What follows belongs to an exercise in optimizing a design on an open flow for small area, a short achievable clock period and few clock cycles per item; a production flow would make more cautious choices.
At most, simulation tests tie the RTL to the original design; equivalence was not proved.
Power figures rest on the tool's default switching activity, not on a simulated workload.

oak:
## matrix_multiplier_v2
module matrix_multiplier_v2
# (
    parameter ADDR_WIDTH = 17,
    parameter DATA_WIDTH = 32
)
(
    input clk,
    input rst,
    input start,
    input [DATA_WIDTH - 1 : 0] x_data,
    input [DATA_WIDTH - 1 : 0] y_data,
    input [ADDR_WIDTH - 1 : 0] x_rows,
    input [ADDR_WIDTH - 1 : 0] y_cols,
    input [ADDR_WIDTH - 1 : 0] x_cols_y_rows,
    output reg [ADDR_WIDTH - 1 : 0] x_addr,
    output reg [ADDR_WIDTH - 1 : 0] y_addr,
    output reg [ADDR_WIDTH - 1 : 0] z_addr,
    output reg [DATA_WIDTH - 1 : 0] z_data,
    output reg z_wen,
    output reg busy
);
==> module matrix_multiplier_v2, before the edit <==
module matrix_multiplier_v2
# (
    parameter ADDR_WIDTH = 17,
    parameter DATA_WIDTH = 32
)
(
    input clk,
    input rst,
    input start,
    input [DATA_WIDTH - 1 : 0] x_data,
    input [DATA_WIDTH - 1 : 0] y_data,
    input [ADDR_WIDTH - 1 : 0] x_rows,
    input [ADDR_WIDTH - 1 : 0] y_cols,
    input [ADDR_WIDTH - 1 : 0] x_cols_y_rows,
    output reg [ADDR_WIDTH - 1 : 0] x_addr,
    output reg [ADDR_WIDTH - 1 : 0] y_addr,
    output reg [ADDR_WIDTH - 1 : 0] z_addr,
    output reg [DATA_WIDTH - 1 : 0] z_data,
    output reg z_wen,
    output reg busy
);
localparam AW = ADDR_WIDTH;
localparam DW = DATA_WIDTH;
localparam MW = 167;
localparam ND = 16;
reg          act;        
reg          kz;         
reg          k1, c1;     
reg          fst;        
reg          lk, lc, lr; 
reg [AW-1:0] kcnt;       
reg [AW-1:0] cm1;        
reg [AW-1:0] rcnt;       
reg [AW-1:0] col;        
reg [AW-1:0] rowbase;    
wire [AW-1:0] col_inc = col + 1'b1;
wire [AW-1:0] x_inc   = x_addr + 1'b1;
always @(posedge clk) begin
    if (rst)
        act <= 1'b0;
    else if (start)
        act <= (x_rows != 0) && (y_cols != 0);
    else if (lk && lc && lr)
        act <= 1'b0;
end
always @(posedge clk) begin
    if (start) begin
        kz      <= (x_cols_y_rows == 0);
        k1      <= (x_cols_y_rows == 1);
        c1      <= (y_cols == 1);
        lk      <= (x_cols_y_rows == 0) || (x_cols_y_rows == 1);
        lc      <= (y_cols == 1);
        lr      <= (x_rows == 1);
        kcnt    <= x_cols_y_rows;
        cm1     <= y_cols - 1'b1;
        rcnt    <= x_rows;
        col     <= {AW{1'b0}};
        rowbase <= {AW{1'b0}};
        x_addr  <= {AW{1'b0}};
        y_addr  <= {AW{1'b0}};
        fst     <= 1'b1;
    end else begin
        fst <= lk;
        if (!lk) begin
            kcnt   <= kcnt - 1'b1;
            lk     <= (kcnt == 2);
            x_addr <= x_inc;
            y_addr <= y_addr + cm1 + 1'b1;
        end else begin
            kcnt <= x_cols_y_rows;
            lk   <= kz | k1;
            if (!lc) begin
                lc     <= (col_inc == cm1);
                col    <= col_inc;
                y_addr <= col_inc;
                x_addr <= rowbase;
            end else begin
                lc      <= c1;
                col     <= {AW{1'b0}};
                y_addr  <= {AW{1'b0}};
                rcnt    <= rcnt - 1'b1;
                lr      <= (rcnt == 2);
                rowbase <= x_inc;
                x_addr  <= x_inc;
            end
        end
    end
end
reg v1, f1, l1;                      
reg v2, f2, l2;                      
reg [DW-1:0] a_r;
reg [ND-1:0] one_r, two_r, neg_r;    
reg v3, f3, l3;                      
reg [MW-1:0] mid_r;
reg v4, l4;                          
reg [DW-1:0] acc_s, acc_c;
wire [MW-1:0] mid;
wire [DW-1:0] nxt_s, nxt_c;
mul_pp_tree mul_pp_tree
(
    .A(a_r),
    .ONE(one_r),
    .TWO(two_r),
    .NEG(neg_r),
    .MID(mid)
);
mac_tree mac_tree
(
    .MID(mid_r),
    .ACC(f3 ? {DW{1'b0}} : acc_s),
    .ACC2(f3 ? {DW{1'b0}} : acc_c),
    .S(nxt_s),
    .C(nxt_c)
);
always @(posedge clk) begin
    if (rst) begin
        v1 <= 1'b0; v2 <= 1'b0; v3 <= 1'b0; v4 <= 1'b0;
        z_wen <= 1'b0;
        busy  <= 1'b0;
    end else begin
        v1 <= act;
        v2 <= v1;
        v3 <= v2;
        v4 <= v3;
        z_wen <= v4 & l4;
        busy  <= (start & (x_rows != 0) & (y_cols != 0)) | act | v1 | v2 | v3 | v4;
    end
end
wire [DW:0] yb = {y_data, 1'b0};
integer i;
always @(posedge clk) begin
    for (i = 0; i < ND; i = i + 1) begin
        one_r[i] <= yb[2*i+1] ^ yb[2*i];
        two_r[i] <= (yb[2*i+2] ^ yb[2*i+1]) & ~(yb[2*i+1] ^ yb[2*i]);
        neg_r[i] <= yb[2*i+2] & ~(yb[2*i+1] & yb[2*i]);
    end
end
always @(posedge clk) begin
    f1 <= fst;    l1 <= lk;
    f2 <= f1;     l2 <= l1;
    f3 <= f2;     l3 <= l2;
    l4 <= l3;
    a_r <= kz ? {DW{1'b0}} : x_data;
    mid_r <= mid;
    acc_s <= nxt_s;
    acc_c <= nxt_c;
    z_data <= acc_s + acc_c;
end
always @(posedge clk) begin
    if (start)
        z_addr <= {AW{1'b0}};
    else if (z_wen)
        z_addr <= z_addr + 1'b1;
end
endmodule
==> flow/config.mk <==
export PLATFORM = sky130hd
export DESIGN_NAME = matrix_multiplier_v2
export DESIGN_NICKNAME = matrix_multiplier_v2
export VERILOG_FILES = /design/flow/design.v
export SDC_FILE = /design/flow/constraint.sdc
export NUM_CORES = 4
export LEC_CHECK = 0
export CAP_MARGIN = 20
export CORE_MARGIN = 2
export CORE_UTILIZATION = 60
export CTS_CLUSTER_DIAMETER = 100
export CTS_CLUSTER_SIZE = 20
export SLEW_MARGIN = 20
export SYNTH_HIERARCHICAL = 1
export SYNTH_MINIMUM_KEEP_SIZE = 0
==> flow/constraint.sdc <==
create_clock -name core_clock -period 8.5 [get_ports {clk}]
set_input_delay 1.7000 -clock core_clock [delete_from_list [all_inputs] [get_ports {clk}]]
set_output_delay 1.7000 -clock core_clock [all_outputs]
set_load 0.01 [all_outputs]
standard.sh (not shown) runs the stock make flow with config.mk's settings and CLKGATE_MAP_FILE= SYNTH_SCRIPT=/design/flow/synth_recipe.tcl, a recipe that flattens the netlist after the stock synthesis.
==> flow/flow/run.sh <==
#!/bin/bash
# The standard layout, with the ports buffered by a plain buffer
# instead of the delay cell buffer_ports picks by default.
set -euo pipefail
bash standard.sh "BUFFER_PORTS_ARGS=-buffer_cell sky130_fd_sc_hd__buf_1" SETUP_SLACK_MARGIN=5.5 finish > standard.log 2>&1
Testbench counts of oak, summed over its fixed seeds: cycles 9,759, items 95.
Inputs modified between oak and pine:
--- a/flow/design.v
+++ b/flow/design.v
@@ -986,5 +986,6 @@
 reg v2, f2, l2;                      
 reg [DW-1:0] a_r;
-reg [ND-1:0] one_r, two_r, neg_r;    
+reg [DW-1:0] b_r;
+reg [ND-1:0] one_d, two_d, neg_d;    
 reg v3, f3, l3;                      
 reg [MW-1:0] mid_r;
@@ -996,7 +997,7 @@
 (
     .A(a_r),
-    .ONE(one_r),
-    .TWO(two_r),
-    .NEG(neg_r),
+    .ONE(one_d),
+    .TWO(two_d),
+    .NEG(neg_d),
     .MID(mid)
 );
@@ -1023,11 +1024,11 @@
     end
 end
-wire [DW:0] yb = {y_data, 1'b0};
+wire [DW:0] yb = {b_r, 1'b0};
 integer i;
-always @(posedge clk) begin
+always @* begin
     for (i = 0; i < ND; i = i + 1) begin
-        one_r[i] <= yb[2*i+1] ^ yb[2*i];
-        two_r[i] <= (yb[2*i+2] ^ yb[2*i+1]) & ~(yb[2*i+1] ^ yb[2*i]);
-        neg_r[i] <= yb[2*i+2] & ~(yb[2*i+1] & yb[2*i]);
+        one_d[i] = yb[2*i+1] ^ yb[2*i];
+        two_d[i] = (yb[2*i+2] ^ yb[2*i+1]) & ~(yb[2*i+1] ^ yb[2*i]);
+        neg_d[i] = yb[2*i+2] & ~(yb[2*i+1] & yb[2*i]);
     end
 end
@@ -1038,4 +1039,5 @@
     l4 <= l3;
     a_r <= kz ? {DW{1'b0}} : x_data;
+    b_r <= y_data;
     mid_r <= mid;
     acc_s <= nxt_s;
Notes after the runs:
- NOTE finished layout cell area oak->pine increased by a few percent
- Source of the critical timing path: b_r[5]$_DFF_P_ -> pine, acc_s[0]$_DFF_P_ -> oak
- Full die area for pine: 260 um^2 down relative to oak
- Maximum clock rate of pine is on par with oak.
- Relative to oak, sequential share of layout area decreased by 1.9 points in pine.
- In pine, the proportion of cell area occupied by multi-input gates came out 0.21 points above the value in oak.
- Min register cell area after layout across oak and pine: pine
- Core util | pine vs oak | pine higher
- First-iteration DRC count (lower): oak
- pine ends up with higher signed area change from the synthesized netlist to the final layout than oak does.
Only the layout flow was run in pine; the RTL was not checked for function there.

* * *

matrix_multiplier_v2, a different RTL version from the one above (not shown whole).
Size in the first run: about 500 flip-flops, ~200 I/O pins, about 0.030 mm^2 of cells after synthesis.
==> module matrix_multiplier_v2, before the edit <==
module matrix_multiplier_v2
# (
    parameter ADDR_WIDTH = 17,
    parameter DATA_WIDTH = 32
)
(
    input clk,
    input rst,
    input start,
    input [DATA_WIDTH - 1 : 0] x_data,
    input [DATA_WIDTH - 1 : 0] y_data,
    input [ADDR_WIDTH - 1 : 0] x_rows,
    input [ADDR_WIDTH - 1 : 0] y_cols,
    input [ADDR_WIDTH - 1 : 0] x_cols_y_rows,
    output reg [ADDR_WIDTH - 1 : 0] x_addr,
    output reg [ADDR_WIDTH - 1 : 0] y_addr,
    output reg [ADDR_WIDTH - 1 : 0] z_addr,
    output reg [DATA_WIDTH - 1 : 0] z_data,
    output reg z_wen,
    output reg busy
);
localparam AW = ADDR_WIDTH;
localparam DW = DATA_WIDTH;
localparam MW = 167;
localparam ND = 16;
reg          act;        
reg          kz;         
reg          k1, c1;     
reg          fst;        
reg          lk, lc, lr; 
reg [AW-1:0] kcnt;       
reg [AW-1:0] ccnt;       
reg [AW-1:0] rcnt;       
reg [AW-1:0] col;        
reg [AW-1:0] rowbase;    
wire [AW-1:0] col_inc = col + 1'b1;
wire [AW-1:0] x_inc   = x_addr + 1'b1;
always @(posedge clk) begin
    if (rst)
        act <= 1'b0;
    else if (start)
        act <= (x_rows != 0) && (y_cols != 0);
    else if (lk && lc && lr)
        act <= 1'b0;
end
always @(posedge clk) begin
    if (start) begin
        kz      <= (x_cols_y_rows == 0);
        k1      <= (x_cols_y_rows == 1);
        c1      <= (y_cols == 1);
        lk      <= (x_cols_y_rows == 0) || (x_cols_y_rows == 1);
        lc      <= (y_cols == 1);
        lr      <= (x_rows == 1);
        kcnt    <= x_cols_y_rows;
        ccnt    <= y_cols;
        rcnt    <= x_rows;
        col     <= {AW{1'b0}};
        rowbase <= {AW{1'b0}};
        x_addr  <= {AW{1'b0}};
        y_addr  <= {AW{1'b0}};
        fst     <= 1'b1;
    end else begin
        fst <= lk;
        if (!lk) begin
            kcnt   <= kcnt - 1'b1;
            lk     <= (kcnt == 2);
            x_addr <= x_inc;
            y_addr <= y_addr + y_cols;
        end else begin
            kcnt <= x_cols_y_rows;
            lk   <= kz | k1;
            if (!lc) begin
                ccnt   <= ccnt - 1'b1;
                lc     <= (ccnt == 2);
                col    <= col_inc;
                y_addr <= col_inc;
                x_addr <= rowbase;
            end else begin
                ccnt    <= y_cols;
                lc      <= c1;
                col     <= {AW{1'b0}};
                y_addr  <= {AW{1'b0}};
                rcnt    <= rcnt - 1'b1;
                lr      <= (rcnt == 2);
                rowbase <= x_inc;
                x_addr  <= x_inc;
            end
        end
    end
end
reg v1, f1, l1;                      
reg v2, f2, l2;                      
reg [DW-1:0] a_r;
reg [ND-1:0] one_r, two_r, neg_r;    
reg v3, f3, l3;                      
reg [MW-1:0] mid_r;
reg v4, l4;                          
reg [DW-1:0] acc_s, acc_c;
wire [MW-1:0] mid;
wire [DW-1:0] nxt_s, nxt_c;
mul_pp_tree mul_pp_tree
(
    .A(a_r),
    .ONE(one_r),
    .TWO(two_r),
    .NEG(neg_r),
    .MID(mid)
);
mac_tree mac_tree
(
    .MID(mid_r),
    .ACC(f3 ? {DW{1'b0}} : acc_s),
    .ACC2(f3 ? {DW{1'b0}} : acc_c),
    .S(nxt_s),
    .C(nxt_c)
);
always @(posedge clk) begin
    if (rst) begin
        v1 <= 1'b0; v2 <= 1'b0; v3 <= 1'b0; v4 <= 1'b0;
        z_wen <= 1'b0;
        busy  <= 1'b0;
    end else begin
        v1 <= act;
        v2 <= v1;
        v3 <= v2;
        v4 <= v3;
        z_wen <= v4 & l4;
        busy  <= (start & (x_rows != 0) & (y_cols != 0)) | act | v1 | v2 | v3 | v4;
    end
end
wire [DW:0] yb = {y_data, 1'b0};
integer i;
always @(posedge clk) begin
    for (i = 0; i < ND; i = i + 1) begin
        one_r[i] <= yb[2*i+1] ^ yb[2*i];
        two_r[i] <= (yb[2*i+2] ^ yb[2*i+1]) & ~(yb[2*i+1] ^ yb[2*i]);
        neg_r[i] <= yb[2*i+2] & ~(yb[2*i+1] & yb[2*i]);
    end
end
always @(posedge clk) begin
    f1 <= fst;    l1 <= lk;
    f2 <= f1;     l2 <= l1;
    f3 <= f2;     l3 <= l2;
    l4 <= l3;
    a_r <= kz ? {DW{1'b0}} : x_data;
    mid_r <= mid;
    acc_s <= nxt_s;
    acc_c <= nxt_c;
    z_data <= acc_s + acc_c;
end
always @(posedge clk) begin
    if (start)
        z_addr <= {AW{1'b0}};
    else if (z_wen)
        z_addr <= z_addr + 1'b1;
end
endmodule
export LEC_CHECK = 0
export CAP_MARGIN = 20
export CORE_MARGIN = 2
export CORE_UTILIZATION = 60
export CTS_CLUSTER_DIAMETER = 100
export CTS_CLUSTER_SIZE = 20
export SLEW_MARGIN = 20
export SYNTH_HIERARCHICAL = 1
export SYNTH_MINIMUM_KEEP_SIZE = 0
create_clock -name core_clock -period 8.5 [get_ports {clk}]
==> flow/flow/run.sh <==
#!/bin/bash
# The standard layout, with the ports buffered by a plain buffer
# instead of the delay cell buffer_ports picks by default.
set -euo pipefail
bash standard.sh "BUFFER_PORTS_ARGS=-buffer_cell sky130_fd_sc_hd__buf_2" SETUP_SLACK_MARGIN=5.5 finish > standard.log 2>&1
Testbench counts at the start, summed over its fixed seeds: cycles 9,759, items 95.
Change:
--- a/flow/design.v
+++ b/flow/design.v
@@ -922,13 +922,13 @@
 reg          act;        
 reg          kz;         
 reg          k1, c1;     
 reg          fst;        
 reg          lk, lc, lr; 
 reg [AW-1:0] kcnt;       
-reg [AW-1:0] ccnt;       
+reg [AW-1:0] cm1;        
 reg [AW-1:0] rcnt;       
 reg [AW-1:0] col;        
 reg [AW-1:0] rowbase;    
 wire [AW-1:0] col_inc = col + 1'b1;
 wire [AW-1:0] x_inc   = x_addr + 1'b1;
 always @(posedge clk) begin
@@ -945,37 +945,35 @@
         k1      <= (x_cols_y_rows == 1);
         c1      <= (y_cols == 1);
         lk      <= (x_cols_y_rows == 0) || (x_cols_y_rows == 1);
         lc      <= (y_cols == 1);
         lr      <= (x_rows == 1);
         kcnt    <= x_cols_y_rows;
-        ccnt    <= y_cols;
+        cm1     <= y_cols - 1'b1;
         rcnt    <= x_rows;
         col     <= {AW{1'b0}};
         rowbase <= {AW{1'b0}};
         x_addr  <= {AW{1'b0}};
         y_addr  <= {AW{1'b0}};
         fst     <= 1'b1;
     end else begin
         fst <= lk;
         if (!lk) begin
             kcnt   <= kcnt - 1'b1;
             lk     <= (kcnt == 2);
             x_addr <= x_inc;
-            y_addr <= y_addr + y_cols;
+            y_addr <= y_addr + cm1 + 1'b1;
         end else begin
             kcnt <= x_cols_y_rows;
             lk   <= kz | k1;
             if (!lc) begin
-                ccnt   <= ccnt - 1'b1;
-                lc     <= (ccnt == 2);
+                lc     <= (col_inc == cm1);
                 col    <= col_inc;
                 y_addr <= col_inc;
                 x_addr <= rowbase;
             end else begin
-                ccnt    <= y_cols;
                 lc      <= c1;
                 col     <= {AW{1'b0}};
                 y_addr  <= {AW{1'b0}};
                 rcnt    <= rcnt - 1'b1;
                 lr      <= (rcnt == 2);
                 rowbase <= x_inc;
Outcome: Combinational power went down by about 2%. Utilization fell by 0.18 points. Final area stays flat. Worst setup slack improved by 64 ps. Power fell by 2.0%. Synthesized area barely changes.
Testbench counts after the change, summed over its fixed seeds: cycles 9,759, items 95.

## separate check: timing with driven ports
The results above use ideal ports. As a check the final layouts listed here were re-extracted and re-timed, cells and wires unchanged.
Step 1 (the two cells are an assumption about what drives the block):
set clk [get_ports {clk}]
set_driving_cell -lib_cell sky130_fd_sc_hd__clkbuf_16 $clk
set_driving_cell -lib_cell sky130_fd_sc_hd__buf_2 [delete_from_list [all_inputs] $clk]
Step 2 also shifts input and output timing later by t, the mid clock arrival at the registers, as if the neighbouring blocks saw the same clock.
Three values: no drivers, after step 1, after step 2; two values: the first two.
run	shift t [ns]	setup slack, ns	worst setup path at the end	slew at the worst register clock pin (ns)	cell pins on the clock port's net
oak	0.663	5.516 / 5.494 / 4.996	input to register	0.09 / 0.09	1
pine	0.662	5.519 / 5.486 / 5.082	input to register	0.10 / 0.10	1
the first run of note 2	0.660	5.512 / 5.509 / 4.872	input to register	0.09 / 0.09	1
the second run of note 2	0.670	5.576 / 5.512 / 5.025	input to register	0.09 / 0.09	1
After both steps setup and hold are still met in every run listed. For the first run of note 2, which loses most, drivers alone change the setup slack by -0.003 ns; drivers and shift together by -0.640 ns.
